This is an optimization exercise on Yosys and OpenROAD, whose aim is small area, not a production implementation.
In this exercise RTL edits were held to simulation tests only and were not proved equivalent to the original.
Power is estimated from default activity; no workload was simulated.

**flow/config.mk**
```make
export PLATFORM = sky130hd
export DESIGN_NAME = blinkled
export DESIGN_NICKNAME = blinkled
export VERILOG_FILES = /design/flow/design.v
export SDC_FILE = /design/flow/constraint.sdc
export NUM_CORES = 4
export LEC_CHECK = 0
export CAP_MARGIN = 20
export CORE_MARGIN = 2
export CORE_UTILIZATION = 40
export SLEW_MARGIN = 20
```
**flow/flow/run.sh**
```bash
#!/bin/bash
# ORFS layout through the standard.sh, with these changes:
#  - after the standard synthesis, flow/fa_polarity.py re-chooses the
#    polarity of each full-adder cell (a full adder on inverted inputs gives
#    inverted outputs) to remove inverters; registers are untouched;
#  - smaller port buffers, one tie cell per constant;
#  - a clock tree of clkbuf_4 without dummy loads.
# Each tool's output goes to a log of its own in this folder.
set -euo pipefail
ARGS=(
  'BUFFER_PORTS_ARGS=-buffer_cell sky130_fd_sc_hd__buf_1'
  'SKIP_REPAIR_TIE_FANOUT=1'
  'CTS_ARGS=-sink_clustering_enable -repair_clock_nets -dont_use_dummy_load -sink_clustering_size 10 -sink_clustering_max_diameter 40 -buf_list {sky130_fd_sc_hd__clkbuf_4}'
)
R=orfs/results/sky130hd/blinkled/base
bash standard.sh "${ARGS[@]}" synth > flow_synth.log 2>&1
cp "$R/1_2_yosys.v" flow_1_2_yosys_standard.v
python3 flow/fa_polarity.py flow_1_2_yosys_standard.v "$R/1_2_yosys.v" > flow_fa_polarity.log 2>&1
rm -f "$R/1_synth.odb" "$R/1_synth.sdc"
bash standard.sh "${ARGS[@]}" finish > flow_make.log 2>&1
```
**flow/constraint.sdc**
```tcl
create_clock -name core_clock -period 10.0 [get_ports {CLK}]
set_input_delay 2.0000 -clock core_clock [delete_from_list [all_inputs] [get_ports {CLK}]]
set_output_delay 2.0000 -clock core_clock [all_outputs]
set_load 0.01 [all_outputs]
```
**flow/flow/fa_polarity.py**
```python
#!/usr/bin/env python3
"""Remove inverters around full-adder cells of a flat sky130hd netlist.

A full adder is self-dual: FA(~a, ~b, ~c) = (~sum, ~cout).  This script
chooses, for each sky130_fd_sc_hd__fa_* cell, whether to implement it on the
complemented inputs (giving complemented outputs), so that as few inverters
as possible are needed, and rewrites the netlist with one inverter per net
that needs one.  Registers and all other cells are left as they are.

usage: fa_polarity.py IN.v OUT.v
"""
import re
import sys

OUT_PINS = {"X", "Y", "Q", "Q_N", "SUM", "COUT", "HI", "LO"}

src = open(sys.argv[1]).read()
inst_re = re.compile(r"(?ms)^  (sky130_fd_sc_hd__(\w+)) (\S+) \((.*?)\n  \);\n")
pin_re = re.compile(r"\.(\w+)\(([^()]*)\)")

insts = []
for m in inst_re.finditer(src):
    pins = [(p, n.strip()) for p, n in pin_re.findall(m.group(4))]
    insts.append(dict(span=m.span(), cell=m.group(1), typ=m.group(2), name=m.group(3), pins=pins))

# output ports (bit-level names as they appear on pins)
outports = set()
for m in re.finditer(r"(?m)^  output (\[(\d+):(\d+)\] )?(\S+);", src):
    if m.group(1):
        hi, lo = int(m.group(2)), int(m.group(3))
        for b in range(min(hi, lo), max(hi, lo) + 1):
            outports.add(f"{m.group(4)}[{b}]")
    else:
        outports.add(m.group(4))

def is_inv(i):
    return re.fullmatch(r"(clk)?inv_\d+", i["typ"]) is not None

def is_fa(i):
    return re.fullmatch(r"fa_\d+", i["typ"]) is not None

# inverters we may remove: output net is not a port, input is not a constant
inv_of = {}   # output net -> input net
removable = set()
for k, i in enumerate(insts):
    if is_inv(i):
        d = dict(i["pins"])
        if d["Y"] not in outports and not d["A"].startswith(("1'", "0'")):
            inv_of[d["Y"]] = d["A"]
            removable.add(k)

def root(n):
    p = 0
    seen = 0
    while n in inv_of:
        n = inv_of[n]
        p ^= 1
        seen += 1
        if seen > 100:
            raise SystemExit("inverter loop")
    return n, p

# driver of each root net
drv = {}
for k, i in enumerate(insts):
    if k in removable:
        continue
    for p, n in i["pins"]:
        if p in OUT_PINS:
            drv[n] = k

# loads: (inst index, pin, root, parity)
loads = {}   # root -> list of (k, pin, parity)
for k, i in enumerate(insts):
    if k in removable:
        continue
    for p, n in i["pins"]:
        if p in OUT_PINS:
            continue
        r, par = root(n)
        loads.setdefault(r, []).append((k, p, par))
# output ports that are driven through removable inverters can't happen (kept)

fa_ids = [k for k, i in enumerate(insts) if is_fa(i)]
flip = {k: 0 for k in fa_ids}

def needs_inv(r):
    f = flip.get(drv.get(r, -1), 0)
    for k, p, par in loads.get(r, []):
        g = flip.get(k, 0)
        if par ^ g ^ f:
            return 1
    return 0

def roots_of(k):
    rs = set()
    for p, n in insts[k]["pins"]:
        if p in OUT_PINS:
            rs.add(n)
        else:
            rs.add(root(n)[0])
    return rs

before = sum(needs_inv(r) for r in loads)
changed = True
passes = 0
while changed and passes < 50:
    changed = False
    passes += 1
    for k in fa_ids:
        rs = roots_of(k)
        c0 = sum(needs_inv(r) for r in rs)
        flip[k] ^= 1
        c1 = sum(needs_inv(r) for r in rs)
        if c1 < c0:
            changed = True
        else:
            flip[k] ^= 1
# then a deterministic annealing pass, keeping the best assignment seen
import math
import random
rng = random.Random(1)
cur = sum(needs_inv(r) for r in loads)
best = dict(flip)
bestc = cur
STEPS = 200000
for it in range(STEPS):
    k = rng.choice(fa_ids)
    rs = roots_of(k)
    c0 = sum(needs_inv(r) for r in rs)
    flip[k] ^= 1
    d = sum(needs_inv(r) for r in rs) - c0
    T = max(0.05, 2.0 * (1 - it / STEPS))
    if d <= 0 or rng.random() < math.exp(-d / T):
        cur += d
        if cur < bestc:
            bestc = cur
            best = dict(flip)
    else:
        flip[k] ^= 1
flip.update(best)
after = sum(needs_inv(r) for r in loads)

# rewrite
def esc(n):
    return n + " " if n.startswith("\\") else n

newnet = {}
new_insts = []
for r in sorted(loads):
    if needs_inv(r):
        idx = len(newnet)
        nn = f"_fapol_n{idx}_"
        newnet[r] = nn
        new_insts.append(f"  sky130_fd_sc_hd__inv_1 _fapol_i{idx}_ (\n    .A({esc(r)}),\n    .Y({nn})\n  );\n")

def pin_net(k, p, n):
    r, par = root(n)
    f = flip.get(drv.get(r, -1), 0)
    g = flip.get(k, 0)
    return newnet[r] if (par ^ g ^ f) else r

out = []
pos = 0
for k, i in enumerate(insts):
    s, e = i["span"]
    out.append(src[pos:s])
    pos = e
    if k in removable:
        continue
    body = []
    for p, n in i["pins"]:
        body.append(f"    .{p}({esc(n if p in OUT_PINS else pin_net(k, p, n))})")
    out.append(f"  {i['cell']} {i['name']} (\n" + ",\n".join(body) + "\n  );\n")
rest = src[pos:]
decl = "".join(f"  wire {nn};\n" for nn in newnet.values())
ins = "".join(new_insts)
endm = rest.rindex("endmodule")
out.append(rest[:endm] + decl + ins + rest[endm:])
open(sys.argv[2], "w").write("".join(out))
print(f"fa cells {len(fa_ids)}, flipped {sum(flip.values())}, removable inverters {len(removable)}, "
      f"inverters before {before} (kept {len(insts) and sum(1 for i in insts if is_inv(i)) - len(removable)}), after {after}")
```
**flow/design.v**
```verilog
module blinkled
(
  input CLK,
  input RST,
  output [32-1:0] maxi_awaddr,
  output [8-1:0] maxi_awlen,
  output [3-1:0] maxi_awsize,
  output [2-1:0] maxi_awburst,
  output [1-1:0] maxi_awlock,
  output [4-1:0] maxi_awcache,
  output [3-1:0] maxi_awprot,
  output [4-1:0] maxi_awqos,
  output [2-1:0] maxi_awuser,
  output maxi_awvalid,
  input maxi_awready,
  output [32-1:0] maxi_wdata,
  output [4-1:0] maxi_wstrb,
  output maxi_wlast,
  output maxi_wvalid,
  input maxi_wready,
  input [2-1:0] maxi_bresp,
  input maxi_bvalid,
  output maxi_bready,
  output [32-1:0] maxi_araddr,
  output [8-1:0] maxi_arlen,
  output [3-1:0] maxi_arsize,
  output [2-1:0] maxi_arburst,
  output [1-1:0] maxi_arlock,
  output [4-1:0] maxi_arcache,
  output [3-1:0] maxi_arprot,
  output [4-1:0] maxi_arqos,
  output [2-1:0] maxi_aruser,
  output maxi_arvalid,
  input maxi_arready,
  input [32-1:0] maxi_rdata,
  input [2-1:0] maxi_rresp,
  input maxi_rlast,
  input maxi_rvalid,
  output maxi_rready,
  input [32-1:0] saxi_awaddr,
  input [4-1:0] saxi_awcache,
  input [3-1:0] saxi_awprot,
  input saxi_awvalid,
  output saxi_awready,
  input [32-1:0] saxi_wdata,
  input [4-1:0] saxi_wstrb,
  input saxi_wvalid,
  output saxi_wready,
  output [2-1:0] saxi_bresp,
  output saxi_bvalid,
  input saxi_bready,
  input [32-1:0] saxi_araddr,
  input [4-1:0] saxi_arcache,
  input [3-1:0] saxi_arprot,
  input saxi_arvalid,
  output saxi_arready,
  output [32-1:0] saxi_rdata,
  output [2-1:0] saxi_rresp,
  output saxi_rvalid,
  input saxi_rready
);
  assign maxi_awlen   = 8'd0;
  assign maxi_awsize  = 3'd2;
  assign maxi_awburst = 2'd1;
  assign maxi_awlock  = 1'd0;
  assign maxi_awcache = 4'd3;
  assign maxi_awprot  = 3'd0;
  assign maxi_awqos   = 4'd0;
  assign maxi_awuser  = 2'd0;
  assign maxi_wstrb   = 4'hf;
  assign maxi_wlast   = 1'b1;
  assign maxi_bready  = 1'b1;
  assign maxi_arlen   = 8'd0;
  assign maxi_arsize  = 3'd2;
  assign maxi_arburst = 2'd1;
  assign maxi_arlock  = 1'd0;
  assign maxi_arcache = 4'd3;
  assign maxi_arprot  = 3'd0;
  assign maxi_arqos   = 4'd0;
  assign maxi_aruser  = 2'd0;
  assign saxi_bresp   = 2'd0;
  assign saxi_rresp   = 2'd0;
  reg [31:0] r_n, r_a, r_b, r_c, r_s6, r_s7;
  reg        bvalid_r, rvalid_r, rbusy;
  reg [2:0]  raddr;
  wire       busy;
  wire wr = saxi_awvalid & saxi_wvalid & ~bvalid_r;
  wire rd = saxi_arvalid & ~rvalid_r;
  assign saxi_awready = wr;
  assign saxi_wready  = wr;
  assign saxi_arready = ~rvalid_r;
  assign saxi_bvalid  = bvalid_r;
  assign saxi_rvalid  = rvalid_r;
  reg [31:0] rdata_mux;
  always @* begin
    case (raddr)
      3'd2: rdata_mux = r_n;
      3'd3: rdata_mux = r_a;
      3'd4: rdata_mux = r_b;
      3'd5: rdata_mux = r_c;
      3'd6: rdata_mux = r_s6;
      3'd7: rdata_mux = r_s7;
      default: rdata_mux = {31'd0, rbusy};
    endcase
  end
  assign saxi_rdata = rdata_mux;
  wire start = wr & (saxi_awaddr[4:2] == 3'd0) & (saxi_wdata == 32'd1);
  always @(posedge CLK) begin
    if (RST) begin
      bvalid_r <= 1'b0;
      rvalid_r <= 1'b0;
    end else begin
      if (wr) bvalid_r <= 1'b1;
      else if (saxi_bready) bvalid_r <= 1'b0;
      if (rd) rvalid_r <= 1'b1;
      else if (saxi_rready) rvalid_r <= 1'b0;
    end
    if (rd) begin
      raddr <= saxi_araddr[4:2];
      rbusy <= busy;
    end
    if (wr) begin
      case (saxi_awaddr[4:2])
        3'd2: r_n  <= saxi_wdata;
        3'd3: r_a  <= saxi_wdata;
        3'd4: r_b  <= saxi_wdata;
        3'd5: r_c  <= saxi_wdata;
        3'd6: r_s6 <= saxi_wdata;
        3'd7: r_s7 <= saxi_wdata;
        default: ;
      endcase
    end
  end
  wire [4:0] n5  = r_n[4:0];
  wire [3:0] nm1 = n5 - 5'd1;
  function [13:0] addr_add;
    input [13:0] base;
    input [7:0]  off;
    reg c;
    reg p;
    integer i;
    begin
      c = 1'b0;
      for (i = 0; i < 8; i = i + 1) begin
        addr_add[i] = base[i] ^ off[i] ^ c;
        c = (base[i] & off[i]) | (c & (base[i] ^ off[i]));
      end
      p = 1'b1;
      for (i = 8; i < 14; i = i + 1) begin
        addr_add[i] = base[i] ^ (c & p);
        p = p & base[i];
      end
    end
  endfunction
  reg       ar_run, ar_sel;
  reg [3:0] ak, aj, ai;
  reg [7:0] arow, boff;
  reg       aw_v;
  reg [1:0] wcnt;
  wire ak_last = (ak == nm1);
  wire aj_last = (aj == nm1);
  wire ai_last = (ai == nm1);
  wire elem_end = ar_sel & ak_last;
  wire [7:0]  aoff  = arow + {4'd0, ak};
  wire [7:0]  roff  = ar_sel ? boff : aoff;
  wire [13:0] rbase = ar_sel ? r_b[15:2] : r_a[15:2];
  assign maxi_araddr  = {r_a[31:16], addr_add(rbase, roff), 2'b00};
  assign maxi_arvalid = ar_run & ~(elem_end & (aw_v | (wcnt == 2'd3)));
  assign maxi_awvalid = aw_v;
  assign maxi_awaddr  = {r_c[31:16], addr_add(r_c[15:2], arow + {4'd0, aj}), 2'b00};
  assign busy = ar_run | (wcnt != 2'd0);
  wire ar_hs = maxi_arvalid & maxi_arready;
  wire job_end = elem_end & aj_last & ai_last;
  always @(posedge CLK) begin
    if (RST) begin
      ar_run <= 1'b0;
      aw_v <= 1'b0;
      wcnt <= 2'd0;
    end else begin
      if (start) ar_run <= 1'b1;
      else if (ar_hs & job_end) ar_run <= 1'b0;
      if (start | (ar_hs & elem_end & ~job_end)) aw_v <= 1'b1;
      else if (maxi_awready) aw_v <= 1'b0;
      wcnt <= wcnt + {1'b0, start | (ar_hs & elem_end & ~job_end)} - {1'b0, maxi_bvalid};
    end
    if (start) begin
      ar_sel <= 1'b0;
      ak <= 4'd0; aj <= 4'd0; ai <= 4'd0;
      arow <= 8'd0; boff <= 8'd0;
    end else if (ar_hs) begin
      ar_sel <= ~ar_sel;
      if (ar_sel) begin
        boff <= (ak_last & aj_last) ? 8'd0 : boff + 8'd1;
        ak <= ak_last ? 4'd0 : ak + 4'd1;
        if (ak_last) begin
          aj <= aj_last ? 4'd0 : aj + 4'd1;
          if (aj_last) begin
            arow <= arow + {3'd0, n5};
            ai <= ai + 4'd1;
          end
        end
      end
    end
  end
  localparam Q_A = 3'd0, Q_A3 = 3'd1, Q_L = 3'd2, Q_F = 3'd3,
             Q_B0 = 3'd4, Q_B1 = 3'd5, Q_B2 = 3'd6, Q_W = 3'd7;
  reg [2:0]  q;
  reg [31:0] X, acc;
  reg [2:0]  cr;
  reg [3:0]  ck;
  wire qa     = (q[2:1] == 2'b00);             
  wire slice3 = (q == Q_A3) | (q == Q_L);
  wire bslice = q[2] & ~(q[1] & q[0]);         
  reg [8:0] ybus;
  always @* begin
    case (q[1:0])
      2'd0: ybus = {maxi_rdata[7:0], 1'b0};
      2'd1: ybus = maxi_rdata[15:7];
      default: ybus = maxi_rdata[23:15];
    endcase
  end
  wire [8:0]  y  = ({9{slice3}} & X[8:0]) | ({9{bslice}} & ybus);
  wire [31:0] xm = slice3 ? {X[31:9], 9'd0} : X;
  wire [31:0] sum;
  wire [2:0]  co;
  mac_core u_mac (.x(xm), .y(y), .acc(acc), .ci(cr), .sum(sum), .co(co));
  assign maxi_rready = qa | (q == Q_B2);
  assign maxi_wdata  = acc;
  assign maxi_wvalid = (q == Q_W);
  wire w_hs = (q == Q_W) & maxi_wready;
  always @(posedge CLK) begin
    if (RST | start) begin
      q <= Q_A;
    end else begin
      case (q)
        Q_A, Q_A3: if (maxi_rvalid) q <= Q_B0;
                   else q <= Q_A;
        Q_B0: if (maxi_rvalid) q <= Q_B1;
        Q_B1: if (maxi_rvalid) q <= Q_B2;
        Q_B2: if (maxi_rvalid) q <= (ck == nm1) ? Q_L : Q_A3;
        Q_L: q <= (co == 3'd0) ? Q_W : Q_F;
        Q_F: if (co == 3'd0) q <= Q_W;
        default: if (maxi_wready) q <= Q_A;
      endcase
    end
    if (start | w_hs) begin
      acc <= 32'd0;
      cr <= 3'd0;
      ck <= 4'd0;
    end else if (slice3 | (bslice & maxi_rvalid) | (q == Q_F)) begin
      acc <= sum;
      cr <= co;
    end
    if (qa & maxi_rvalid) X <= maxi_rdata;
    else if (bslice & maxi_rvalid) begin
      if (q == Q_B2) begin
        X <= {X[23:1], maxi_rdata[31:23]};
        ck <= ck + 4'd1;
      end else begin
        X <= {X[23:0], 8'd0};
      end
    end
  end
endmodule
module mac_core (
  input  [31:0] x,
  input  [8:0]  y,
  input  [31:0] acc,
  input  [2:0]  ci,
  output [31:0] sum,
  output [2:0]  co
);
  wire one1 = y[1] ^ y[0];
  wire two2 = (y[2] & ~y[1] & ~y[0]) | (~y[2] & y[1] & y[0]);
  wire neg3 = y[2] & ~(y[1] & y[0]);
  wire pp4 = ((one1 & x[0]) ^ neg3);
  wire pp5 = (((one1 & x[1]) | (two2 & x[0])) ^ neg3);
  wire pp6 = (((one1 & x[2]) | (two2 & x[1])) ^ neg3);
  wire pp7 = (((one1 & x[3]) | (two2 & x[2])) ^ neg3);
  wire pp8 = (((one1 & x[4]) | (two2 & x[3])) ^ neg3);
  wire pp9 = (((one1 & x[5]) | (two2 & x[4])) ^ neg3);
  wire pp10 = (((one1 & x[6]) | (two2 & x[5])) ^ neg3);
  wire pp11 = (((one1 & x[7]) | (two2 & x[6])) ^ neg3);
  wire pp12 = (((one1 & x[8]) | (two2 & x[7])) ^ neg3);
  wire pp13 = (((one1 & x[9]) | (two2 & x[8])) ^ neg3);
  wire pp14 = (((one1 & x[10]) | (two2 & x[9])) ^ neg3);
  wire pp15 = (((one1 & x[11]) | (two2 & x[10])) ^ neg3);
  wire pp16 = (((one1 & x[12]) | (two2 & x[11])) ^ neg3);
  wire pp17 = (((one1 & x[13]) | (two2 & x[12])) ^ neg3);
  wire pp18 = (((one1 & x[14]) | (two2 & x[13])) ^ neg3);
  wire pp19 = (((one1 & x[15]) | (two2 & x[14])) ^ neg3);
  wire pp20 = (((one1 & x[16]) | (two2 & x[15])) ^ neg3);
  wire pp21 = (((one1 & x[17]) | (two2 & x[16])) ^ neg3);
  wire pp22 = (((one1 & x[18]) | (two2 & x[17])) ^ neg3);
  wire pp23 = (((one1 & x[19]) | (two2 & x[18])) ^ neg3);
  wire pp24 = (((one1 & x[20]) | (two2 & x[19])) ^ neg3);
  wire pp25 = (((one1 & x[21]) | (two2 & x[20])) ^ neg3);
  wire pp26 = (((one1 & x[22]) | (two2 & x[21])) ^ neg3);
  wire pp27 = (((one1 & x[23]) | (two2 & x[22])) ^ neg3);
  wire pp28 = (((one1 & x[24]) | (two2 & x[23])) ^ neg3);
  wire pp29 = (((one1 & x[25]) | (two2 & x[24])) ^ neg3);
  wire pp30 = (((one1 & x[26]) | (two2 & x[25])) ^ neg3);
  wire pp31 = (((one1 & x[27]) | (two2 & x[26])) ^ neg3);
  wire pp32 = (((one1 & x[28]) | (two2 & x[27])) ^ neg3);
  wire pp33 = (((one1 & x[29]) | (two2 & x[28])) ^ neg3);
  wire pp34 = (((one1 & x[30]) | (two2 & x[29])) ^ neg3);
  wire pp35 = (((one1 & x[31]) | (two2 & x[30])) ^ neg3);
  wire one36 = y[3] ^ y[2];
  wire two37 = (y[4] & ~y[3] & ~y[2]) | (~y[4] & y[3] & y[2]);
  wire neg38 = y[4] & ~(y[3] & y[2]);
  wire pp39 = ((one36 & x[0]) ^ neg38);
  wire pp40 = (((one36 & x[1]) | (two37 & x[0])) ^ neg38);
  wire pp41 = (((one36 & x[2]) | (two37 & x[1])) ^ neg38);
  wire pp42 = (((one36 & x[3]) | (two37 & x[2])) ^ neg38);
  wire pp43 = (((one36 & x[4]) | (two37 & x[3])) ^ neg38);
  wire pp44 = (((one36 & x[5]) | (two37 & x[4])) ^ neg38);
  wire pp45 = (((one36 & x[6]) | (two37 & x[5])) ^ neg38);
  wire pp46 = (((one36 & x[7]) | (two37 & x[6])) ^ neg38);
  wire pp47 = (((one36 & x[8]) | (two37 & x[7])) ^ neg38);
  wire pp48 = (((one36 & x[9]) | (two37 & x[8])) ^ neg38);
  wire pp49 = (((one36 & x[10]) | (two37 & x[9])) ^ neg38);
  wire pp50 = (((one36 & x[11]) | (two37 & x[10])) ^ neg38);
  wire pp51 = (((one36 & x[12]) | (two37 & x[11])) ^ neg38);
  wire pp52 = (((one36 & x[13]) | (two37 & x[12])) ^ neg38);
  wire pp53 = (((one36 & x[14]) | (two37 & x[13])) ^ neg38);
  wire pp54 = (((one36 & x[15]) | (two37 & x[14])) ^ neg38);
  wire pp55 = (((one36 & x[16]) | (two37 & x[15])) ^ neg38);
  wire pp56 = (((one36 & x[17]) | (two37 & x[16])) ^ neg38);
  wire pp57 = (((one36 & x[18]) | (two37 & x[17])) ^ neg38);
  wire pp58 = (((one36 & x[19]) | (two37 & x[18])) ^ neg38);
  wire pp59 = (((one36 & x[20]) | (two37 & x[19])) ^ neg38);
  wire pp60 = (((one36 & x[21]) | (two37 & x[20])) ^ neg38);
  wire pp61 = (((one36 & x[22]) | (two37 & x[21])) ^ neg38);
  wire pp62 = (((one36 & x[23]) | (two37 & x[22])) ^ neg38);
  wire pp63 = (((one36 & x[24]) | (two37 & x[23])) ^ neg38);
  wire pp64 = (((one36 & x[25]) | (two37 & x[24])) ^ neg38);
  wire pp65 = (((one36 & x[26]) | (two37 & x[25])) ^ neg38);
  wire pp66 = (((one36 & x[27]) | (two37 & x[26])) ^ neg38);
  wire pp67 = (((one36 & x[28]) | (two37 & x[27])) ^ neg38);
  wire pp68 = (((one36 & x[29]) | (two37 & x[28])) ^ neg38);
  wire one69 = y[5] ^ y[4];
  wire two70 = (y[6] & ~y[5] & ~y[4]) | (~y[6] & y[5] & y[4]);
  wire neg71 = y[6] & ~(y[5] & y[4]);
  wire pp72 = ((one69 & x[0]) ^ neg71);
  wire pp73 = (((one69 & x[1]) | (two70 & x[0])) ^ neg71);
  wire pp74 = (((one69 & x[2]) | (two70 & x[1])) ^ neg71);
  wire pp75 = (((one69 & x[3]) | (two70 & x[2])) ^ neg71);
  wire pp76 = (((one69 & x[4]) | (two70 & x[3])) ^ neg71);
  wire pp77 = (((one69 & x[5]) | (two70 & x[4])) ^ neg71);
  wire pp78 = (((one69 & x[6]) | (two70 & x[5])) ^ neg71);
  wire pp79 = (((one69 & x[7]) | (two70 & x[6])) ^ neg71);
  wire pp80 = (((one69 & x[8]) | (two70 & x[7])) ^ neg71);
  wire pp81 = (((one69 & x[9]) | (two70 & x[8])) ^ neg71);
  wire pp82 = (((one69 & x[10]) | (two70 & x[9])) ^ neg71);
  wire pp83 = (((one69 & x[11]) | (two70 & x[10])) ^ neg71);
  wire pp84 = (((one69 & x[12]) | (two70 & x[11])) ^ neg71);
  wire pp85 = (((one69 & x[13]) | (two70 & x[12])) ^ neg71);
  wire pp86 = (((one69 & x[14]) | (two70 & x[13])) ^ neg71);
  wire pp87 = (((one69 & x[15]) | (two70 & x[14])) ^ neg71);
  wire pp88 = (((one69 & x[16]) | (two70 & x[15])) ^ neg71);
  wire pp89 = (((one69 & x[17]) | (two70 & x[16])) ^ neg71);
  wire pp90 = (((one69 & x[18]) | (two70 & x[17])) ^ neg71);
  wire pp91 = (((one69 & x[19]) | (two70 & x[18])) ^ neg71);
  wire pp92 = (((one69 & x[20]) | (two70 & x[19])) ^ neg71);
  wire pp93 = (((one69 & x[21]) | (two70 & x[20])) ^ neg71);
  wire pp94 = (((one69 & x[22]) | (two70 & x[21])) ^ neg71);
  wire pp95 = (((one69 & x[23]) | (two70 & x[22])) ^ neg71);
  wire pp96 = (((one69 & x[24]) | (two70 & x[23])) ^ neg71);
  wire pp97 = (((one69 & x[25]) | (two70 & x[24])) ^ neg71);
  wire pp98 = (((one69 & x[26]) | (two70 & x[25])) ^ neg71);
  wire pp99 = (((one69 & x[27]) | (two70 & x[26])) ^ neg71);
  wire one100 = y[7] ^ y[6];
  wire two101 = (y[8] & ~y[7] & ~y[6]) | (~y[8] & y[7] & y[6]);
  wire neg102 = y[8] & ~(y[7] & y[6]);
  wire pp103 = ((one100 & x[0]) ^ neg102);
  wire pp104 = (((one100 & x[1]) | (two101 & x[0])) ^ neg102);
  wire pp105 = (((one100 & x[2]) | (two101 & x[1])) ^ neg102);
  wire pp106 = (((one100 & x[3]) | (two101 & x[2])) ^ neg102);
  wire pp107 = (((one100 & x[4]) | (two101 & x[3])) ^ neg102);
  wire pp108 = (((one100 & x[5]) | (two101 & x[4])) ^ neg102);
  wire pp109 = (((one100 & x[6]) | (two101 & x[5])) ^ neg102);
  wire pp110 = (((one100 & x[7]) | (two101 & x[6])) ^ neg102);
  wire pp111 = (((one100 & x[8]) | (two101 & x[7])) ^ neg102);
  wire pp112 = (((one100 & x[9]) | (two101 & x[8])) ^ neg102);
  wire pp113 = (((one100 & x[10]) | (two101 & x[9])) ^ neg102);
  wire pp114 = (((one100 & x[11]) | (two101 & x[10])) ^ neg102);
  wire pp115 = (((one100 & x[12]) | (two101 & x[11])) ^ neg102);
  wire pp116 = (((one100 & x[13]) | (two101 & x[12])) ^ neg102);
  wire pp117 = (((one100 & x[14]) | (two101 & x[13])) ^ neg102);
  wire pp118 = (((one100 & x[15]) | (two101 & x[14])) ^ neg102);
  wire pp119 = (((one100 & x[16]) | (two101 & x[15])) ^ neg102);
  wire pp120 = (((one100 & x[17]) | (two101 & x[16])) ^ neg102);
  wire pp121 = (((one100 & x[18]) | (two101 & x[17])) ^ neg102);
  wire pp122 = (((one100 & x[19]) | (two101 & x[18])) ^ neg102);
  wire pp123 = (((one100 & x[20]) | (two101 & x[19])) ^ neg102);
  wire pp124 = (((one100 & x[21]) | (two101 & x[20])) ^ neg102);
  wire pp125 = (((one100 & x[22]) | (two101 & x[21])) ^ neg102);
  wire pp126 = (((one100 & x[23]) | (two101 & x[22])) ^ neg102);
  wire pp127 = (((one100 & x[24]) | (two101 & x[23])) ^ neg102);
  wire pp128 = (((one100 & x[25]) | (two101 & x[24])) ^ neg102);
  wire s129 = pp8 ^ pp41;
  wire c130 = pp8 & pp41;
  wire s131 = pp9 ^ pp42;
  wire c132 = pp9 & pp42;
  wire p133 = pp10 ^ pp43;
  wire s134 = p133 ^ pp74;
  wire c135 = (pp10 & pp43) | (p133 & pp74);
  wire s136 = pp103 ^ neg102;
  wire c137 = pp103 & neg102;
  wire p138 = pp11 ^ pp44;
  wire s139 = p138 ^ pp75;
  wire c140 = (pp11 & pp44) | (p138 & pp75);
  wire s141 = pp104 ^ acc[7];
  wire c142 = pp104 & acc[7];
  wire p143 = pp12 ^ pp45;
  wire s144 = p143 ^ pp76;
  wire c145 = (pp12 & pp45) | (p143 & pp76);
  wire s146 = pp105 ^ acc[8];
  wire c147 = pp105 & acc[8];
  wire p148 = pp13 ^ pp46;
  wire s149 = p148 ^ pp77;
  wire c150 = (pp13 & pp46) | (p148 & pp77);
  wire s151 = pp106 ^ acc[9];
  wire c152 = pp106 & acc[9];
  wire p153 = pp14 ^ pp47;
  wire s154 = p153 ^ pp78;
  wire c155 = (pp14 & pp47) | (p153 & pp78);
  wire s156 = pp107 ^ acc[10];
  wire c157 = pp107 & acc[10];
  wire p158 = pp15 ^ pp48;
  wire s159 = p158 ^ pp79;
  wire c160 = (pp15 & pp48) | (p158 & pp79);
  wire s161 = pp108 ^ acc[11];
  wire c162 = pp108 & acc[11];
  wire p163 = pp16 ^ pp49;
  wire s164 = p163 ^ pp80;
  wire c165 = (pp16 & pp49) | (p163 & pp80);
  wire s166 = pp109 ^ acc[12];
  wire c167 = pp109 & acc[12];
  wire p168 = pp17 ^ pp50;
  wire s169 = p168 ^ pp81;
  wire c170 = (pp17 & pp50) | (p168 & pp81);
  wire s171 = pp110 ^ acc[13];
  wire c172 = pp110 & acc[13];
  wire p173 = pp18 ^ pp51;
  wire s174 = p173 ^ pp82;
  wire c175 = (pp18 & pp51) | (p173 & pp82);
  wire s176 = pp111 ^ acc[14];
  wire c177 = pp111 & acc[14];
  wire p178 = pp19 ^ pp52;
  wire s179 = p178 ^ pp83;
  wire c180 = (pp19 & pp52) | (p178 & pp83);
  wire s181 = pp112 ^ acc[15];
  wire c182 = pp112 & acc[15];
  wire p183 = pp20 ^ pp53;
  wire s184 = p183 ^ pp84;
  wire c185 = (pp20 & pp53) | (p183 & pp84);
  wire s186 = pp113 ^ acc[16];
  wire c187 = pp113 & acc[16];
  wire p188 = pp21 ^ pp54;
  wire s189 = p188 ^ pp85;
  wire c190 = (pp21 & pp54) | (p188 & pp85);
  wire s191 = pp114 ^ acc[17];
  wire c192 = pp114 & acc[17];
  wire p193 = pp22 ^ pp55;
  wire s194 = p193 ^ pp86;
  wire c195 = (pp22 & pp55) | (p193 & pp86);
  wire s196 = pp115 ^ acc[18];
  wire c197 = pp115 & acc[18];
  wire p198 = pp23 ^ pp56;
  wire s199 = p198 ^ pp87;
  wire c200 = (pp23 & pp56) | (p198 & pp87);
  wire s201 = pp116 ^ acc[19];
  wire c202 = pp116 & acc[19];
  wire p203 = pp24 ^ pp57;
  wire s204 = p203 ^ pp88;
  wire c205 = (pp24 & pp57) | (p203 & pp88);
  wire s206 = pp117 ^ acc[20];
  wire c207 = pp117 & acc[20];
  wire p208 = pp25 ^ pp58;
  wire s209 = p208 ^ pp89;
  wire c210 = (pp25 & pp58) | (p208 & pp89);
  wire s211 = pp118 ^ acc[21];
  wire c212 = pp118 & acc[21];
  wire p213 = pp26 ^ pp59;
  wire s214 = p213 ^ pp90;
  wire c215 = (pp26 & pp59) | (p213 & pp90);
  wire s216 = pp119 ^ acc[22];
  wire c217 = pp119 & acc[22];
  wire p218 = pp27 ^ pp60;
  wire s219 = p218 ^ pp91;
  wire c220 = (pp27 & pp60) | (p218 & pp91);
  wire s221 = pp120 ^ acc[23];
  wire c222 = pp120 & acc[23];
  wire p223 = pp28 ^ pp61;
  wire s224 = p223 ^ pp92;
  wire c225 = (pp28 & pp61) | (p223 & pp92);
  wire s226 = pp121 ^ acc[24];
  wire c227 = pp121 & acc[24];
  wire p228 = pp29 ^ pp62;
  wire s229 = p228 ^ pp93;
  wire c230 = (pp29 & pp62) | (p228 & pp93);
  wire s231 = pp122 ^ acc[25];
  wire c232 = pp122 & acc[25];
  wire p233 = pp30 ^ pp63;
  wire s234 = p233 ^ pp94;
  wire c235 = (pp30 & pp63) | (p233 & pp94);
  wire s236 = pp123 ^ acc[26];
  wire c237 = pp123 & acc[26];
  wire p238 = pp31 ^ pp64;
  wire s239 = p238 ^ pp95;
  wire c240 = (pp31 & pp64) | (p238 & pp95);
  wire s241 = pp124 ^ acc[27];
  wire c242 = pp124 & acc[27];
  wire p243 = pp32 ^ pp65;
  wire s244 = p243 ^ pp96;
  wire c245 = (pp32 & pp65) | (p243 & pp96);
  wire s246 = pp125 ^ acc[28];
  wire c247 = pp125 & acc[28];
  wire p248 = pp33 ^ pp66;
  wire s249 = p248 ^ pp97;
  wire c250 = (pp33 & pp66) | (p248 & pp97);
  wire s251 = pp126 ^ acc[29];
  wire c252 = pp126 & acc[29];
  wire p253 = pp34 ^ pp67;
  wire s254 = p253 ^ pp98;
  wire c255 = (pp34 & pp67) | (p253 & pp98);
  wire s256 = pp127 ^ acc[30];
  wire c257 = pp127 & acc[30];
  wire p258 = pp35 ^ pp68;
  wire s259 = p258 ^ pp99;
  wire c260 = (pp35 & pp68) | (p258 & pp99);
  wire s261 = pp128 ^ acc[31];
  wire c262 = pp128 & acc[31];
  wire s263 = pp6 ^ pp39;
  wire c264 = pp6 & pp39;
  wire s265 = pp7 ^ pp40;
  wire c266 = pp7 & pp40;
  wire p267 = s129 ^ pp72;
  wire s268 = p267 ^ neg71;
  wire c269 = (s129 & pp72) | (p267 & neg71);
  wire p270 = s131 ^ pp73;
  wire s271 = p270 ^ acc[5];
  wire c272 = (s131 & pp73) | (p270 & acc[5]);
  wire p273 = s134 ^ s136;
  wire s274 = p273 ^ acc[6];
  wire c275 = (s134 & s136) | (p273 & acc[6]);
  wire p276 = s139 ^ s141;
  wire s277 = p276 ^ c135;
  wire c278 = (s139 & s141) | (p276 & c135);
  wire p279 = s144 ^ s146;
  wire s280 = p279 ^ c140;
  wire c281 = (s144 & s146) | (p279 & c140);
  wire p282 = s149 ^ s151;
  wire s283 = p282 ^ c145;
  wire c284 = (s149 & s151) | (p282 & c145);
  wire p285 = s154 ^ s156;
  wire s286 = p285 ^ c150;
  wire c287 = (s154 & s156) | (p285 & c150);
  wire p288 = s159 ^ s161;
  wire s289 = p288 ^ c155;
  wire c290 = (s159 & s161) | (p288 & c155);
  wire p291 = s164 ^ s166;
  wire s292 = p291 ^ c160;
  wire c293 = (s164 & s166) | (p291 & c160);
  wire p294 = s169 ^ s171;
  wire s295 = p294 ^ c165;
  wire c296 = (s169 & s171) | (p294 & c165);
  wire p297 = s174 ^ s176;
  wire s298 = p297 ^ c170;
  wire c299 = (s174 & s176) | (p297 & c170);
  wire p300 = s179 ^ s181;
  wire s301 = p300 ^ c175;
  wire c302 = (s179 & s181) | (p300 & c175);
  wire p303 = s184 ^ s186;
  wire s304 = p303 ^ c180;
  wire c305 = (s184 & s186) | (p303 & c180);
  wire p306 = s189 ^ s191;
  wire s307 = p306 ^ c185;
  wire c308 = (s189 & s191) | (p306 & c185);
  wire p309 = s194 ^ s196;
  wire s310 = p309 ^ c190;
  wire c311 = (s194 & s196) | (p309 & c190);
  wire p312 = s199 ^ s201;
  wire s313 = p312 ^ c195;
  wire c314 = (s199 & s201) | (p312 & c195);
  wire p315 = s204 ^ s206;
  wire s316 = p315 ^ c200;
  wire c317 = (s204 & s206) | (p315 & c200);
  wire p318 = s209 ^ s211;
  wire s319 = p318 ^ c205;
  wire c320 = (s209 & s211) | (p318 & c205);
  wire p321 = s214 ^ s216;
  wire s322 = p321 ^ c210;
  wire c323 = (s214 & s216) | (p321 & c210);
  wire p324 = s219 ^ s221;
  wire s325 = p324 ^ c215;
  wire c326 = (s219 & s221) | (p324 & c215);
  wire p327 = s224 ^ s226;
  wire s328 = p327 ^ c220;
  wire c329 = (s224 & s226) | (p327 & c220);
  wire p330 = s229 ^ s231;
  wire s331 = p330 ^ c225;
  wire c332 = (s229 & s231) | (p330 & c225);
  wire p333 = s234 ^ s236;
  wire s334 = p333 ^ c230;
  wire c335 = (s234 & s236) | (p333 & c230);
  wire p336 = s239 ^ s241;
  wire s337 = p336 ^ c235;
  wire c338 = (s239 & s241) | (p336 & c235);
  wire p339 = s244 ^ s246;
  wire s340 = p339 ^ c240;
  wire c341 = (s244 & s246) | (p339 & c240);
  wire p342 = s249 ^ s251;
  wire s343 = p342 ^ c245;
  wire c344 = (s249 & s251) | (p342 & c245);
  wire p345 = s254 ^ s256;
  wire s346 = p345 ^ c250;
  wire c347 = (s254 & s256) | (p345 & c250);
  wire p348 = s259 ^ s261;
  wire s349 = p348 ^ c255;
  wire c350 = (s259 & s261) | (p348 & c255);
  wire s351 = pp4 ^ neg3;
  wire c352 = pp4 & neg3;
  wire s353 = pp5 ^ acc[1];
  wire c354 = pp5 & acc[1];
  wire p355 = s263 ^ neg38;
  wire s356 = p355 ^ acc[2];
  wire c357 = (s263 & neg38) | (p355 & acc[2]);
  wire p358 = s265 ^ acc[3];
  wire s359 = p358 ^ c264;
  wire c360 = (s265 & acc[3]) | (p358 & c264);
  wire p361 = s268 ^ acc[4];
  wire s362 = p361 ^ c266;
  wire c363 = (s268 & acc[4]) | (p361 & c266);
  wire p364 = s271 ^ c130;
  wire s365 = p364 ^ c269;
  wire c366 = (s271 & c130) | (p364 & c269);
  wire p367 = s274 ^ c132;
  wire s368 = p367 ^ c272;
  wire c369 = (s274 & c132) | (p367 & c272);
  wire p370 = s277 ^ c137;
  wire s371 = p370 ^ c275;
  wire c372 = (s277 & c137) | (p370 & c275);
  wire p373 = s280 ^ c142;
  wire s374 = p373 ^ c278;
  wire c375 = (s280 & c142) | (p373 & c278);
  wire p376 = s283 ^ c147;
  wire s377 = p376 ^ c281;
  wire c378 = (s283 & c147) | (p376 & c281);
  wire p379 = s286 ^ c152;
  wire s380 = p379 ^ c284;
  wire c381 = (s286 & c152) | (p379 & c284);
  wire p382 = s289 ^ c157;
  wire s383 = p382 ^ c287;
  wire c384 = (s289 & c157) | (p382 & c287);
  wire p385 = s292 ^ c162;
  wire s386 = p385 ^ c290;
  wire c387 = (s292 & c162) | (p385 & c290);
  wire p388 = s295 ^ c167;
  wire s389 = p388 ^ c293;
  wire c390 = (s295 & c167) | (p388 & c293);
  wire p391 = s298 ^ c172;
  wire s392 = p391 ^ c296;
  wire c393 = (s298 & c172) | (p391 & c296);
  wire p394 = s301 ^ c177;
  wire s395 = p394 ^ c299;
  wire c396 = (s301 & c177) | (p394 & c299);
  wire p397 = s304 ^ c182;
  wire s398 = p397 ^ c302;
  wire c399 = (s304 & c182) | (p397 & c302);
  wire p400 = s307 ^ c187;
  wire s401 = p400 ^ c305;
  wire c402 = (s307 & c187) | (p400 & c305);
  wire p403 = s310 ^ c192;
  wire s404 = p403 ^ c308;
  wire c405 = (s310 & c192) | (p403 & c308);
  wire p406 = s313 ^ c197;
  wire s407 = p406 ^ c311;
  wire c408 = (s313 & c197) | (p406 & c311);
  wire p409 = s316 ^ c202;
  wire s410 = p409 ^ c314;
  wire c411 = (s316 & c202) | (p409 & c314);
  wire p412 = s319 ^ c207;
  wire s413 = p412 ^ c317;
  wire c414 = (s319 & c207) | (p412 & c317);
  wire p415 = s322 ^ c212;
  wire s416 = p415 ^ c320;
  wire c417 = (s322 & c212) | (p415 & c320);
  wire p418 = s325 ^ c217;
  wire s419 = p418 ^ c323;
  wire c420 = (s325 & c217) | (p418 & c323);
  wire p421 = s328 ^ c222;
  wire s422 = p421 ^ c326;
  wire c423 = (s328 & c222) | (p421 & c326);
  wire p424 = s331 ^ c227;
  wire s425 = p424 ^ c329;
  wire c426 = (s331 & c227) | (p424 & c329);
  wire p427 = s334 ^ c232;
  wire s428 = p427 ^ c332;
  wire c429 = (s334 & c232) | (p427 & c332);
  wire p430 = s337 ^ c237;
  wire s431 = p430 ^ c335;
  wire c432 = (s337 & c237) | (p430 & c335);
  wire p433 = s340 ^ c242;
  wire s434 = p433 ^ c338;
  wire c435 = (s340 & c242) | (p433 & c338);
  wire p436 = s343 ^ c247;
  wire s437 = p436 ^ c341;
  wire c438 = (s343 & c247) | (p436 & c341);
  wire p439 = s346 ^ c252;
  wire s440 = p439 ^ c344;
  wire c441 = (s346 & c252) | (p439 & c344);
  wire p442 = s349 ^ c257;
  wire s443 = p442 ^ c347;
  wire c444 = (s349 & c257) | (p442 & c347);
  wire s445 = s351 ^ acc[0];
  wire c446 = s351 & acc[0];
  wire p447 = s353 ^ c352;
  wire s448 = p447 ^ c446;
  wire c449 = (s353 & c352) | (p447 & c446);
  wire p450 = s356 ^ c354;
  wire s451 = p450 ^ c449;
  wire c452 = (s356 & c354) | (p450 & c449);
  wire p453 = s359 ^ c357;
  wire s454 = p453 ^ c452;
  wire c455 = (s359 & c357) | (p453 & c452);
  wire p456 = s362 ^ c360;
  wire s457 = p456 ^ c455;
  wire c458 = (s362 & c360) | (p456 & c455);
  wire p459 = s365 ^ c363;
  wire s460 = p459 ^ c458;
  wire c461 = (s365 & c363) | (p459 & c458);
  wire p462 = s368 ^ c366;
  wire s463 = p462 ^ c461;
  wire c464 = (s368 & c366) | (p462 & c461);
  wire p465 = s371 ^ c369;
  wire s466 = p465 ^ c464;
  wire c467 = (s371 & c369) | (p465 & c464);
  wire p468 = s374 ^ c372;
  wire s469 = p468 ^ ci[0];
  wire c470 = (s374 & c372) | (p468 & ci[0]);
  wire p471 = s377 ^ c375;
  wire s472 = p471 ^ c470;
  wire c473 = (s377 & c375) | (p471 & c470);
  wire p474 = s380 ^ c378;
  wire s475 = p474 ^ c473;
  wire c476 = (s380 & c378) | (p474 & c473);
  wire p477 = s383 ^ c381;
  wire s478 = p477 ^ c476;
  wire c479 = (s383 & c381) | (p477 & c476);
  wire p480 = s386 ^ c384;
  wire s481 = p480 ^ c479;
  wire c482 = (s386 & c384) | (p480 & c479);
  wire p483 = s389 ^ c387;
  wire s484 = p483 ^ c482;
  wire c485 = (s389 & c387) | (p483 & c482);
  wire p486 = s392 ^ c390;
  wire s487 = p486 ^ c485;
  wire c488 = (s392 & c390) | (p486 & c485);
  wire p489 = s395 ^ c393;
  wire s490 = p489 ^ c488;
  wire c491 = (s395 & c393) | (p489 & c488);
  wire p492 = s398 ^ c396;
  wire s493 = p492 ^ ci[1];
  wire c494 = (s398 & c396) | (p492 & ci[1]);
  wire p495 = s401 ^ c399;
  wire s496 = p495 ^ c494;
  wire c497 = (s401 & c399) | (p495 & c494);
  wire p498 = s404 ^ c402;
  wire s499 = p498 ^ c497;
  wire c500 = (s404 & c402) | (p498 & c497);
  wire p501 = s407 ^ c405;
  wire s502 = p501 ^ c500;
  wire c503 = (s407 & c405) | (p501 & c500);
  wire p504 = s410 ^ c408;
  wire s505 = p504 ^ c503;
  wire c506 = (s410 & c408) | (p504 & c503);
  wire p507 = s413 ^ c411;
  wire s508 = p507 ^ c506;
  wire c509 = (s413 & c411) | (p507 & c506);
  wire p510 = s416 ^ c414;
  wire s511 = p510 ^ c509;
  wire c512 = (s416 & c414) | (p510 & c509);
  wire p513 = s419 ^ c417;
  wire s514 = p513 ^ c512;
  wire c515 = (s419 & c417) | (p513 & c512);
  wire p516 = s422 ^ c420;
  wire s517 = p516 ^ ci[2];
  wire c518 = (s422 & c420) | (p516 & ci[2]);
  wire p519 = s425 ^ c423;
  wire s520 = p519 ^ c518;
  wire c521 = (s425 & c423) | (p519 & c518);
  wire p522 = s428 ^ c426;
  wire s523 = p522 ^ c521;
  wire c524 = (s428 & c426) | (p522 & c521);
  wire p525 = s431 ^ c429;
  wire s526 = p525 ^ c524;
  wire c527 = (s431 & c429) | (p525 & c524);
  wire p528 = s434 ^ c432;
  wire s529 = p528 ^ c527;
  wire c530 = (s434 & c432) | (p528 & c527);
  wire p531 = s437 ^ c435;
  wire s532 = p531 ^ c530;
  wire c533 = (s437 & c435) | (p531 & c530);
  wire p534 = s440 ^ c438;
  wire s535 = p534 ^ c533;
  wire c536 = (s440 & c438) | (p534 & c533);
  wire p537 = s443 ^ c441;
  wire s538 = p537 ^ c536;
  wire c539 = (s443 & c441) | (p537 & c536);
  assign sum = {s538, s535, s532, s529, s526, s523, s520, s517, s514, s511, s508, s505, s502, s499, s496, s493, s490, s487, s484, s481, s478, s475, s472, s469, s466, s463, s460, s457, s454, s451, s448, s445};
  assign co = {c515, c491, c467};
endmodule
```
**flow/standard.sh**
```bash
#!/bin/bash
# synth_recipe.tcl (not shown) runs the flow's synth.tcl, then flattens the netlist and writes it again
# the make line also repeats each setting of config.mk as NAME=value (left out here)
make -C /OpenROAD-flow-scripts/flow DESIGN_CONFIG=/design/flow/config.mk WORK_HOME=/design/flow/orfs CLKGATE_MAP_FILE= SYNTH_SCRIPT=/design/flow/synth_recipe.tcl "${@:-finish}"
```
==> flow_metrics.py, run 1 <==
metrics = {
    "cts": {
        "postCtsSetupBuffers": 0,
        "cts_tree": "yes",
        "cts-root-buf": "clkbuf_4",
        "clock_sinks": 305,
        "clk_pin_slew_ns": 0.09,
        "clk_latency_ns": 0.83,
        "cts.path.max_buffers": 3,
        "cts_resized": 0,
        "h-tree-depth": 2,
        "hold_buffers": 0,
        "cts_made_buffers": 52,
    },
    "sta": {
        "rsz0062_at_grt": "false",
        "slew_headroom_pct": 30.28,
        "setup_viol": 0,
        "post-route-min-period_ns": 8.922,
        "final-max-slew-violation-count": 0,
        "max_slew.worst_pin.slew_ns": 1.042,
        "fin_setup_tns_ns": 0,
        "finalHoldViolCount": 0,
        "fmax_mhz": 112.1,
        "fin_worst_skew_ns": 0.1368,
        "fin_ws_ns": 1.078,
        "hold_ws_ns": 0.4826,
        "layout_worst_path_cycle_share_pct": 89.22,
    },
    "worst_setup_path": {
        "crit_end": "q[2]$_SDFFE_PP0P_",
        "endpoint_kind": "flip-flop",
        "reg2reg_depth": 25,
        "cp.arrival_ns": 9.59,
        "r2r_end": "q[2]$_SDFFE_PP0P_",
        "cp_max_fo": 14,
        "reg2reg_slack_ns": 1.25,
        "required_ns": 10.67,
        "cp-start-kind": "input port",
        "setup.worst_path.class": "in2reg",
        "r2r-start": "q[1]$_SDFFE_PP0P_",
        "startpoint": "maxi_rdata[1]",
    },
    "routing": {
        "drc_errors": 0,
        "via_count": 13290,
        "drtPass1Iterations": 5,
        "wl_per_cell_um": 20.81,
        "wirelength_mm": 50.72,
        "avgViaCountPerCell": 5.451,
        "drtIter0Drc": 907,
        "ant_nets": 0,
    },
    "layout": {
        "final_common_cell": "edfxtp_1",
        "final_cell_mix": "228 x edfxtp_1, 214 x buf_1, 193 x a22oi_1, 127 x fa_1, 100 x inv_1",
        "area_delta_synth_final_pct": 6.208,
        "final_cells": 2437,
        "fin_nets": 2164,
        "drive_gt1_share_pct": 8.940,
    },
    "floorplan": {
        "start_util_pct": 40.27,
        "die_w_um": 225.1,
        "core_area_um2": 48550,
        "fp.dieH_um": 225.1,
        "rows": 81,
        "die-area_um2": 50660,
        "ios": 364,
    },
    "pwr": {
        "power_density_nw_per_um2": 261.2,
        "power.total_mw": 5.423,
        "vdd_drop_max_uv": 175.5,
        "p_leak_nw": 7.670,
    },
    "worst_hold_path": {
        "hold_path.class": "reg2reg",
    },
    "logic_synthesis": {
        "netlist_instances": 1722,
        "syn_area_per_cell_um2": 11.35,
        "synth_nets": 2072,
        "yosysWarnings": 1,
        "synth_area_um2": 19550,
    },
    "grt": {
        "grt_antenna_before_repair": 6,
        "grt_pass1_wl_mm": 77.51,
        "grt_max_degree": 55,
        "overflow": 0,
        "track_usage_pct": 20.01,
        "first_global_vias": 13280,
    },
    "outcome": {
        "status": "timing/DRC/antenna clean",
    },
    "placement": {
        "post-place-ws_ns": 0.3424,
        "place_inst": 2382,
        "dpl.hpwl_mm": 35.68,
        "place.gp.congestion": 0.8514,
        "portBuffers": 214,
    },
    "job": {
        "drv_cap": 0,
    },
}
==> worst max-delay path: stages <==
cell and delay [ns]:
buf_1 0.12, mux2i_1 0.17, o21ai_1 0.10, a22oi_2 0.38, nand2_1 0.16, o22ai_2 0.47
buf_4 0.32, a22oi_1 0.11, xnor2_1 0.18, fa_1 0.55, inv_1 0.06, fa_1 0.50
fa_1 0.52, fa_1 0.44, fa_1 0.40, fa_1 0.41, fa_1 0.40, fa_1 0.39
fa_1 0.39, fa_1 0.39, fa_1 0.36, inv_1 0.12, nand4_1 0.28, o21a_1 0.27
nor3_1 0.11
==> area by class of cell <==
class | instances | area (um2)
Sequential cell | 305 | 8388
Multi-Input combinational cell | 1093 | 9634
Antenna cell | 3 | 7.507
Inverter | 100 | 375.4
Tap cell | 622 | 778.2
Clock buffer | 52 | 390.4
Fill cell | 4644 | 27780
Timing Repair Buffer | 262 | 1189
==> flip-flops by register name, summed over array words and instances (netlist names), 2 cells and up <==
name   cells
X         32
acc       32
r_a       32
r_b       32
r_c       32
r_n       32
r_s6      32
r_s7      32
arow       8
boff       8
ai         4
aj         4
ak         4
ck         4
cr         3
q          3
raddr      3
wcnt       2
==> worst min path at each step <==
stage / start / end / slack, ns / cells past startpoint
after floorplan: boff[7]$_SDFFE_PP0P_ / boff[7]$_SDFFE_PP0P_ / 0.48 / 2
after global placement: acc[29]$_SDFFE_PP0P_ / acc[29]$_SDFFE_PP0P_ / 0.47 / 2
after detailed placement: acc[0]$_SDFFE_PP0P_ / acc[0]$_SDFFE_PP0P_ / 0.48 / 2
after CTS: acc[0]$_SDFFE_PP0P_ / acc[0]$_SDFFE_PP0P_ / 0.49 / 2
after global routing: acc[1]$_SDFFE_PP0P_ / acc[1]$_SDFFE_PP0P_ / 0.50 / 2
final: acc[18]$_SDFFE_PP0P_ / acc[18]$_SDFFE_PP0P_ / 0.48 / 2
==> layer usage <==
layer / up-vias / routed length [um] / global-route usage (%)
met1: 6618 / 22820 / 27.70
met5: - / 14 / 0
met4: 2 / 1546 / 6.494
li1: 6158 / - / -
met2: 410 / 23400 / 31.85
met3: 97 / 2942 / 3.598
==> report_power, final <==
part / leakage, nW / switching (mW) / internal, mW / total, mW
Sequential: 2.72 / 0.116 / 1.49 / 1.60
Clock: 0.239 / 0.428 / 0.235 / 0.664
Combinational: 4.71 / 1.69 / 1.47 / 3.16
==> stage by stage <==
step                area (um2)  util (%)
floorplan                19550         -
global placement         20360     41.95
detailed placement       20360     41.95
CTS                      20750     42.75
global route             20760     42.76
finish                   20760     42.77
==> inputs of run 2 (changes only) <==
--- a/flow/config.mk
+++ b/flow/config.mk
@@ -8,4 +8,4 @@
 export CAP_MARGIN = 20
 export CORE_MARGIN = 2
-export CORE_UTILIZATION = 40
+export CORE_UTILIZATION = 60
 export SLEW_MARGIN = 20
==> flow_metrics.py, run 2 <==
metrics = {
    "outcome": {
        "status": "timing/DRC/antenna clean",
    },
    "cts": {
        "postCtsSetupBuffers": 0,
        "cts.path.max_buffers": 3,
        "cts-root-buf": "clkbuf_4",
        "cts_resized": 0,
        "clk_latency_ns": 0.80,
        "clock_sinks": 305,
        "h-tree-depth": 2,
        "cts_made_buffers": 48,
        "hold_buffers": 0,
        "cts_tree": "yes",
        "clk_pin_slew_ns": 0.08,
    },
    "layout": {
        "final_cell_mix": "228 x edfxtp_1, 214 x buf_1, 193 x a22oi_1, 127 x fa_1, 100 x inv_1",
        "area_delta_synth_final_pct": 5.005,
        "final_common_cell": "edfxtp_1",
        "drive_gt1_share_pct": 8.592,
        "fin_nets": 2156,
    },
    "placement": {
        "portBuffers": 214,
        "dpl.hpwl_mm": 33.84,
        "post-place-ws_ns": 0.4277,
        "place.gp.congestion": 0.8720,
    },
    "logic_synthesis": {
        "netlist_instances": 1722,
        "synth_nets": 2072,
        "syn_area_per_cell_um2": 11.35,
        "synth_area_um2": 19550,
        "yosysWarnings": 1,
    },
    "sta": {
        "rsz0062_at_grt": "false",
        "layout_worst_path_cycle_share_pct": 89.02,
        "slew_headroom_pct": 31.47,
        "post-route-min-period_ns": 8.902,
        "fin_setup_tns_ns": 0,
        "max_slew.worst_pin.slew_ns": 1.024,
        "finalHoldViolCount": 0,
        "fin_worst_skew_ns": 0.1203,
        "fmax_mhz": 112.3,
        "final-max-slew-violation-count": 0,
        "setup_viol": 0,
        "fin_ws_ns": 1.098,
    },
    "grt": {
        "track_usage_pct": 28.64,
        "overflow": 0,
        "grt_pass1_wl_mm": 73.83,
        "grt_antenna_before_repair": 7,
        "first_global_vias": 13230,
        "grt_max_degree": 55,
    },
    "worst_setup_path": {
        "r2r-start": "q[0]$_SDFFE_PP0P_",
        "crit_family": "adder cells",
        "reg2reg_depth": 28,
        "setup.worst_path.class": "in2reg",
        "critPathBufInv": 3,
        "cp.depth": 27,
        "cp_max_fo": 14,
        "cp-start-kind": "input port",
        "cp.arrival_ns": 9.58,
        "startpoint": "maxi_rdata[5]",
        "cpMaxStageDelayCell": "mux2i_2",
        "cpPeakStageDelay_ns": 0.54,
        "worst_path_most_repeated_cell": "fa_1",
        "crit_end": "acc[31]$_SDFFE_PP0P_",
        "endpoint_kind": "flip-flop",
        "reg2reg_slack_ns": 1.54,
        "r2r_end": "acc[31]$_SDFFE_PP0P_",
        "required_ns": 10.68,
    },
    "pwr": {
        "power.total_mw": 5.430,
        "vdd_drop_max_uv": 219.3,
        "power_density_nw_per_um2": 264.5,
        "p_leak_nw": 7.646,
    },
    "routing": {
        "avgViaCountPerCell": 5.883,
        "via_count": 13230,
        "drtIter0Drc": 886,
        "wl_per_cell_um": 21.39,
        "wirelength_mm": 48.10,
        "drtPass1Iterations": 5,
        "drc_errors": 0,
        "ant_nets": 0,
    },
    "job": {
        "drv_cap": 0,
    },
    "floorplan": {
        "start_util_pct": 60.54,
        "die_w_um": 184.5,
        "rows": 66,
        "core_area_um2": 32290,
        "ios": 364,
        "fp.dieH_um": 184.5,
        "die-area_um2": 34040,
    },
    "worst_hold_path": {
        "hold_path.class": "reg2reg",
    },
}
run 2: worst min path at each step:
stage | start | endpoint | cells after the start
after floorplan | boff[7]$_SDFFE_PP0P_ | boff[7]$_SDFFE_PP0P_ | 2
after global placement | acc[0]$_SDFFE_PP0P_ | acc[0]$_SDFFE_PP0P_ | 2
after detailed placement | acc[30]$_SDFFE_PP0P_ | acc[30]$_SDFFE_PP0P_ | 2
after CTS | acc[30]$_SDFFE_PP0P_ | acc[30]$_SDFFE_PP0P_ | 2
after global routing | acc[18]$_SDFFE_PP0P_ | acc[18]$_SDFFE_PP0P_ | 2
final | acc[30]$_SDFFE_PP0P_ | acc[30]$_SDFFE_PP0P_ | 2
run 2: worst min-delay path: cells and delay by family, from the launching register on:
kind / cells / cell delay (ns)
AOI/OAI and AO/OA: 1 / 0.05
DFF: 1 / 0.33
and+or+nand+nor: 1 / 0.05
run 2: area by class of cell:
class	instances	area (um2)
multi-input cells	1093	9637
fillers	2639	11760
well taps	442	553.0
diodes	3	7.507
repair buffers	258	1206
clock buffers	48	360.3
inverters	100	375.4
flip-flops and latches	305	8388
run 2: power breakdown:
part           switching, mW  internal [mW]  total (mW)
Combinational           1.73           1.48        3.21
Sequential             0.105           1.48        1.59
Clock                  0.415          0.218       0.634
run 2: per-stage QoR:
stage          hold WS (ns)  instance area [um2]  instances  util [%]
2_1_floorplan        0.4794                19550       1722         -
3_3_place_gp         0.4629                20080       2195     62.18
3_5_place_dp         0.4677                20080       2195     62.18
4_1_cts              0.4790                20440       2243     63.29
5_1_grt              0.4983                20520       2247     63.56
6_report             0.4763                20530       2249     63.57
run 2: metal layers:
layer / GRT usage (%) / part of all wire [%]
met1: 35.56 / 40
met4: 12.16 / 3.5
met3: 6.106 / 6.7
met2: 48.57 / 50
met5: 0 / 0.12
==> inputs of run 3 (changes only) <==
--- a/flow/config.mk
+++ b/flow/config.mk
@@ -6,6 +6,6 @@
 export NUM_CORES = 4
 export LEC_CHECK = 0
-export CAP_MARGIN = 20
+export CAP_MARGIN = 0
 export CORE_MARGIN = 2
 export CORE_UTILIZATION = 60
-export SLEW_MARGIN = 20
+export SLEW_MARGIN = 0
==> flow_metrics.py, run 3 <==
metrics = {
    "outcome": {
        "status": "timing/DRC/antenna clean",
    },
    "worst_hold_path": {
        "hp-start": "acc[30]$_SDFFE_PP0P_",
        "hold_path.class": "reg2reg",
        "min_path_cells": 2,
        "min_to": "acc[30]$_SDFFE_PP0P_",
    },
    "floorplan": {
        "ios": 364,
        "die_w_um": 184.5,
        "fp.dieH_um": 184.5,
        "die-area_um2": 34040,
        "rows": 66,
        "start_util_pct": 60.54,
        "core_area_um2": 32290,
    },
    "sta": {
        "post-route-min-period_ns": 8.907,
        "slew_headroom_pct": 20.26,
        "fin_setup_tns_ns": 0,
        "rsz0062_at_grt": "false",
        "finalHoldViolCount": 0,
        "max_slew.worst_pin.slew_ns": 1.196,
        "fin_ws_ns": 1.093,
        "layout_worst_path_cycle_share_pct": 89.07,
        "final-max-slew-violation-count": 0,
        "fin_worst_skew_ns": 0.1228,
        "fmax_mhz": 112.3,
        "setup_viol": 0,
    },
    "grt": {
        "grt_pass1_wl_mm": 73.83,
        "grt_max_degree": 55,
        "grt_antenna_before_repair": 7,
        "track_usage_pct": 28.64,
        "overflow": 0,
        "first_global_vias": 13230,
    },
    "placement": {
        "place.gp.congestion": 0.8720,
        "post-place-ws_ns": 0.4277,
        "dpl_cell_area_um2": 20080,
        "dpl.hpwl_mm": 33.84,
        "portBuffers": 214,
    },
    "layout": {
        "fin_util_pct": 63.31,
        "drive_gt1_share_pct": 8.384,
        "area_delta_synth_final_pct": 4.564,
        "final_cell_mix": "228 x edfxtp_1, 214 x buf_1, 193 x a22oi_1, 127 x fa_1, 100 x inv_1",
        "fillers": 2650,
        "final_common_cell": "edfxtp_1",
        "final_cell_area_um2": 20440,
        "fin_nets": 2153,
    },
    "worst_setup_path": {
        "crit_family": "adder cells",
        "critPathBufInv": 3,
        "endpoint_kind": "flip-flop",
        "r2r_end": "acc[31]$_SDFFE_PP0P_",
        "required_ns": 10.67,
        "reg2reg_depth": 28,
        "cpMaxStageDelayCell": "mux2i_2",
        "cpPeakStageDelay_ns": 0.55,
        "cp.arrival_ns": 9.58,
        "cp-start-kind": "input port",
        "r2r-start": "q[0]$_SDFFE_PP0P_",
        "setup.worst_path.class": "in2reg",
        "worst_path_most_repeated_cell": "fa_1",
        "reg2reg_slack_ns": 1.52,
        "cp_max_fo": 14,
    },
    "routing": {
        "drtPass1Iterations": 6,
        "avgViaCountPerCell": 5.902,
        "ant_nets": 0,
        "wirelength_mm": 48.10,
        "via_count": 13250,
        "drc_errors": 0,
        "wl_per_cell_um": 21.43,
        "drtIter0Drc": 872,
    },
    "logic_synthesis": {
        "synth_nets": 2072,
        "netlist_instances": 1722,
        "yosysWarnings": 1,
        "syn_area_per_cell_um2": 11.35,
        "synth_area_um2": 19550,
    },
    "cts": {
        "cts-root-buf": "clkbuf_4",
        "cts_made_buffers": 48,
        "clk_pin_slew_ns": 0.08,
        "clk_latency_ns": 0.80,
        "cts_resized": 0,
        "postCtsSetupBuffers": 0,
        "hold_buffers": 0,
        "clock_sinks": 305,
        "cts.path.max_buffers": 3,
        "h-tree-depth": 2,
        "cts_tree": "yes",
    },
    "pwr": {
        "p_leak_nw": 7.611,
        "vdd_drop_max_uv": 219.3,
        "power_density_nw_per_um2": 265.4,
    },
    "job": {
        "drv_cap": 0,
    },
}
## run 3: worst min-delay path, cell delays in order, from the launching register on
cell and delay [ns]:
dfxtp_1 0.33, nand2_1 0.05, a21oi_1 0.05
## run 3: cell type report
cell class              instances  area [um2]  area share [%]
repair buffers                255        1124           5.497
multi-input cells            1093        9635           47.14
flip-flops and latches        305        8388           41.04
well taps                     442       553.0           2.706
clock buffers                  48       360.3           1.763
inverters                     100       375.4           1.836
diodes                          2       5.005         0.02448
## run 3: routing by layer
metal  track usage [%]  part of all wire, %
met1             35.56                   40
met3             6.106                  6.7
met5                 0                 0.15
met4             12.16                  3.6
met2             48.57                   49
## run 3: worst max-delay path by stage
stage	end	slack (ns)	cells past startpoint	start
finish	acc[31]$_SDFFE_PP0P_	1.09	27	maxi_rdata[5]
global route	q[2]$_SDFFE_PP0P_	0.92	26	maxi_rdata[5]
CTS	acc[31]$_SDFFE_PP0P_	1.27	27	maxi_rdata[5]
detailed placement	acc[31]$_SDFFE_PP0P_	0.43	27	maxi_rdata[5]
global placement	acc[31]$_SDFFE_PP0P_	0.50	27	maxi_rdata[5]
floorplan	acc[31]$_SDFFE_PP0P_	0.87	27	maxi_rdata[17]
## run 3: metrics by stage
step | std cells | power (mW) | hold slack, ns
after floorplan | 1722 | 4.129 | 0.4794
after global routing | 2244 | 6.056 | 0.4983
after CTS | 2243 | 5.512 | 0.4790
after detailed placement | 2195 | 4.866 | 0.4677
final | 2245 | 5.425 | 0.4763
after global placement | 2195 | 4.738 | 0.4629
## run 3: power by group
part / switching (mW) / total [mW] / internal [mW]
clock: 0.414 / 0.632 / 0.218
sequential: 0.105 / 1.59 / 1.49
combinational: 1.73 / 3.20 / 1.48
total: 2.25 / 5.42 / 3.18

## re-timing with driven ports
In the flow no input, the clock included, has a driving cell. The finished layouts below were timed again as built, in two steps. Step 1 (the two cells are an assumption about what drives the block):
set clk [get_ports {CLK}]
set_driving_cell -lib_cell sky130_fd_sc_hd__clkbuf_16 $clk
set_driving_cell -lib_cell sky130_fd_sc_hd__buf_2 [delete_from_list [all_inputs] $clk]
Step 2, shift: input delay + t, output delay - t, t = (earliest + latest rising clock arrival at the registers) / 2. This alone moves slack from input paths to output paths. a / b / c = no drivers / after step 1 / after step 2; a / b = the first two.
run | t (ns) | setup WS [ns] | hold slack, ns | worst setup path at the end | worst slew at a driven data input, ns
run 1 | 0.817 | 1.078 / 1.109 / 0.292 | 0.483 / 0.483 / 0.483 | input to register | 0.07
run 2 | 0.793 | 1.098 / 1.121 / 0.328 | 0.476 / 0.476 / 0.476 | input to register | 0.09
run 3 | 0.787 | 1.093 / 1.116 / 0.329 | 0.476 / 0.476 / 0.476 | input to register | 0.08
After both steps every run listed still meets setup and hold. For run 1, which loses most, drivers alone change the setup slack by +0.031 ns; drivers and shift together by -0.786 ns.
